Context: an optimization exercise on an open-source flow, tuned for small area. The choices shown serve that exercise and are no tape-out recipe. At most, simulation tests tie the RTL to the original design; equivalence was not proved. No activity file was given, so power comes from the tool's default toggle rates.

## run 1
==> flow/design.v (excerpt) <==
module uart_eeprom_demo #(
	parameter SYS_CLK_FRE = 50,
	parameter IIC_CLK_FRE = 400000,
	parameter BAUD_RATE	= 115200,
	parameter MAX_BYTE_NUM = 64,
	parameter [6:0] DEV_ADDR= {4'b1010, 3'b000},
	parameter REG_ADDR_SIZE = 2
)(
	input			clk,
	input			rst_n,
	output reg		ee_scl,
	input			ee_sda_i,
	output reg		ee_sda_o,
	output reg		ee_sda_oe,
	output reg	 	uart_txd,
	input wire 		uart_rxd
);
Size: about 2300 cells after synthesis, roughly 1300 flip-flops, ~8 I/O pins, about 34000 µm² of cells after synthesis.
Settings: LEC_CHECK=0, CAP_MARGIN=40, CORE_MARGIN=2, CORE_UTILIZATION=40, SLEW_MARGIN=40; clock period 20.0 ns.
standard.sh (not shown) runs the stock make flow with config.mk's settings and CLKGATE_MAP_FILE= SYNTH_SCRIPT=/design/flow/synth_recipe.tcl, a recipe that flattens the netlist after the stock synthesis.
==> flow/flow/run.sh <==
#!/bin/bash
# Standard layout, with clock tree synthesis using small clock buffers,
# larger sink clusters and no dummy loads.
set -euo pipefail
export CTS_ARGS="-sink_clustering_enable -repair_clock_nets -buf_list sky130_fd_sc_hd__clkbuf_4 -sink_clustering_size 10 -sink_clustering_max_diameter 50 -dont_use_dummy_load"
bash standard.sh > standard_flow.log 2>&1
Relative to run 1, the following input files were edited for run 2:
diff --git a/flow/design.v b/flow/design.v
--- a/flow/design.v
+++ b/flow/design.v
@@ -161,18 +161,16 @@
 	if (py[4:0] == 5'd0) Y0 <= ytap;
 end
 reg  [7:0] wdat;
 always @(*) begin
 	if (widx >= 8'd70) wdat = 8'h00;
 	else if (widx < 8'd7) wdat = S[widx[2:0]];
 	else wdat = X0;
 end
-reg [7:0] wr_byte_data;
-always @(posedge clk) wr_byte_data <= wdat;
 reg [5:0]  rns;
 reg [15:0] raddr;
 always @(posedge clk) if (hdr_rd) begin
 	raddr <= {S[2], S[1]};
 	rns   <= S[0][5:0] - 6'd1;
 end
 reg rreq_d0, rreq_d1, rbusy_d0, rbusy_d1, txr_d0, txr_d1;
 wire rd_byte_busy;
@@ -321,32 +319,36 @@
 	end
 end
 always @(posedge clk) begin
 	if (c_state == S_IDLE && iic_clk_done) begin
 		if (wr_byte_req) op_reading <= 1'b0;
 		else if (rd_byte_req) op_reading <= 1'b1;
 	end
 end
-always @(posedge clk) begin
-	if (!rst_n) bit_cnt <= 4'd0;
-	else if (c_state != n_state) bit_cnt <= 4'd0;
-	else if (iic_clk_done) bit_cnt <= (bit_cnt == 4'd8) ? 4'd0 : bit_cnt + 4'd1;
-end
+reg [3:0] bit_cnt_nx;
+always @(*) begin
+	if (!rst_n) bit_cnt_nx = 4'd0;
+	else if (c_state != n_state) bit_cnt_nx = 4'd0;
+	else if (iic_clk_done) bit_cnt_nx = (bit_cnt == 4'd8) ? 4'd0 : bit_cnt + 4'd1;
+	else bit_cnt_nx = bit_cnt;
+end
+always @(posedge clk) bit_cnt <= bit_cnt_nx;
+reg wbit;
+always @(posedge clk) wbit <= (bit_cnt_nx[3] == 1'b0) && wdat[3'd7 - bit_cnt_nx[2:0]];
 always @(posedge clk) begin
 	if (!rst_n) byte_cnt <= 8'd0;
 	else if (c_state != n_state) byte_cnt <= 8'd0;
 	else if (iic_byte_done) byte_cnt <= byte_cnt + 8'd1;
 end
 wire [8:0] dev_wr_addr_z = {DEV_ADDR, 1'b0, 1'b0};
 wire [8:0] dev_rd_addr_z = {DEV_ADDR, 1'b1, 1'b0};
 wire [7:0] reg_addr_byte = op_reading ? (byte_cnt[0] ? raddr[15:8] : raddr[7:0])
                                       : (byte_cnt[0] ? waddr[15:8] : waddr[7:0]);
 wire [8:0] reg_addr_z = {reg_addr_byte, 1'b0};
-wire [8:0] wr_byte_z  = {wr_byte_data, 1'b0};
 wire [3:0] sel = 4'd8 - bit_cnt;
 always @(posedge clk) begin
 	if (!rst_n) ee_scl <= 1'b1;
 	else case (c_state)
 	S_IDLE:  ee_scl <= 1'b1;
 	S_START: if (iic_clk_start) ee_scl <= 1'b1; else if (iic_clk_4_3) ee_scl <= 1'b0;
 	S_STOP:  if (iic_clk_start) ee_scl <= 1'b0; else if (iic_clk_4_1) ee_scl <= 1'b1;
 	default: ee_scl <= iic_clk;
@@ -354,17 +356,17 @@
 end
 always @(posedge clk) begin
 	if (!rst_n) ee_sda_o <= 1'b1;
 	else case (c_state)
 	S_IDLE:       ee_sda_o <= 1'b1;
 	S_START:      if (iic_clk_start) ee_sda_o <= 1'b1; else if (iic_clk_4_1) ee_sda_o <= 1'b0;
 	S_DEV_WADDR:  ee_sda_o <= dev_wr_addr_z[sel];
 	S_REG_ADDR:   ee_sda_o <= reg_addr_z[sel];
-	S_WRITE_BYTE: ee_sda_o <= wr_byte_z[sel];
+	S_WRITE_BYTE: ee_sda_o <= wbit;
 	S_RESTART:    if (iic_clk_start) ee_sda_o <= 1'b1; else if (iic_clk_mid) ee_sda_o <= 1'b0;
 	S_DEV_RADDR:  ee_sda_o <= dev_rd_addr_z[sel];
 	S_READ_BYTE:  ee_sda_o <= (bit_cnt == 4'd8) && (byte_cnt == {2'b00, rns});
 	S_STOP:       if (iic_clk_start) ee_sda_o <= 1'b0; else if (iic_clk_4_3) ee_sda_o <= 1'b1;
 	default:      ee_sda_o <= 1'b1;
 	endcase
 end
 always @(*) begin
[summary]
- Run 2: all stages complete, timing, DRC and antenna checks passed
- Re synthesized area per cell: run 2 is 0.89% up on run 1.
- Relative to run 1, non-clock buffer count has increased by 4 in run 2.
- Relative to run 1, total power decreased by 0.58% in run 2.
- Relative to run 1, ratio of final minimum period to clock period has decreased by 0.45 points in run 2.
- The final reports for run 2 and run 1 show delay of the slowest cell on the worst path lower in the former.
- Comparing run 1 with run 2, the overall global routing resource usage came out essentially unchanged.
- Taking run 1 as the reference, in run 2 worst hold-check slack held, post-synthesis cell area held, cell area held, detail-routed via count per cell held.
- Delta(wire length after detailed routing, run 2 - run 1) < 0
Only the layout flow was run in run 1; the RTL was not checked for function there.

-- port drivers added, routing unchanged --
No port has a modelled driver above. Below, the same layouts with a new extraction and two added sets of constraints. Step 1 sets driving cells, clkbuf_16 on the clock port and buf_2 on the other inputs (assumed; they add their load-dependent delay and slew). Step 2 adds t to the input delays and takes it off the output delays; t is the mean of the earliest and latest rising clock arrival at the registers after step 1. Input paths then give back, and output paths get back, about the clock's delay inside the block. Three values: no drivers, after step 1, after step 2; two values: the first two.
run	shift t [ns]	setup slack, ns	cell pins on the clock port's net
run 1	0.984	12.990 / 12.935 / 13.660	1
run 2	1.004	13.079 / 13.024 / 13.249	1
After both steps setup and hold are still met in every run listed.
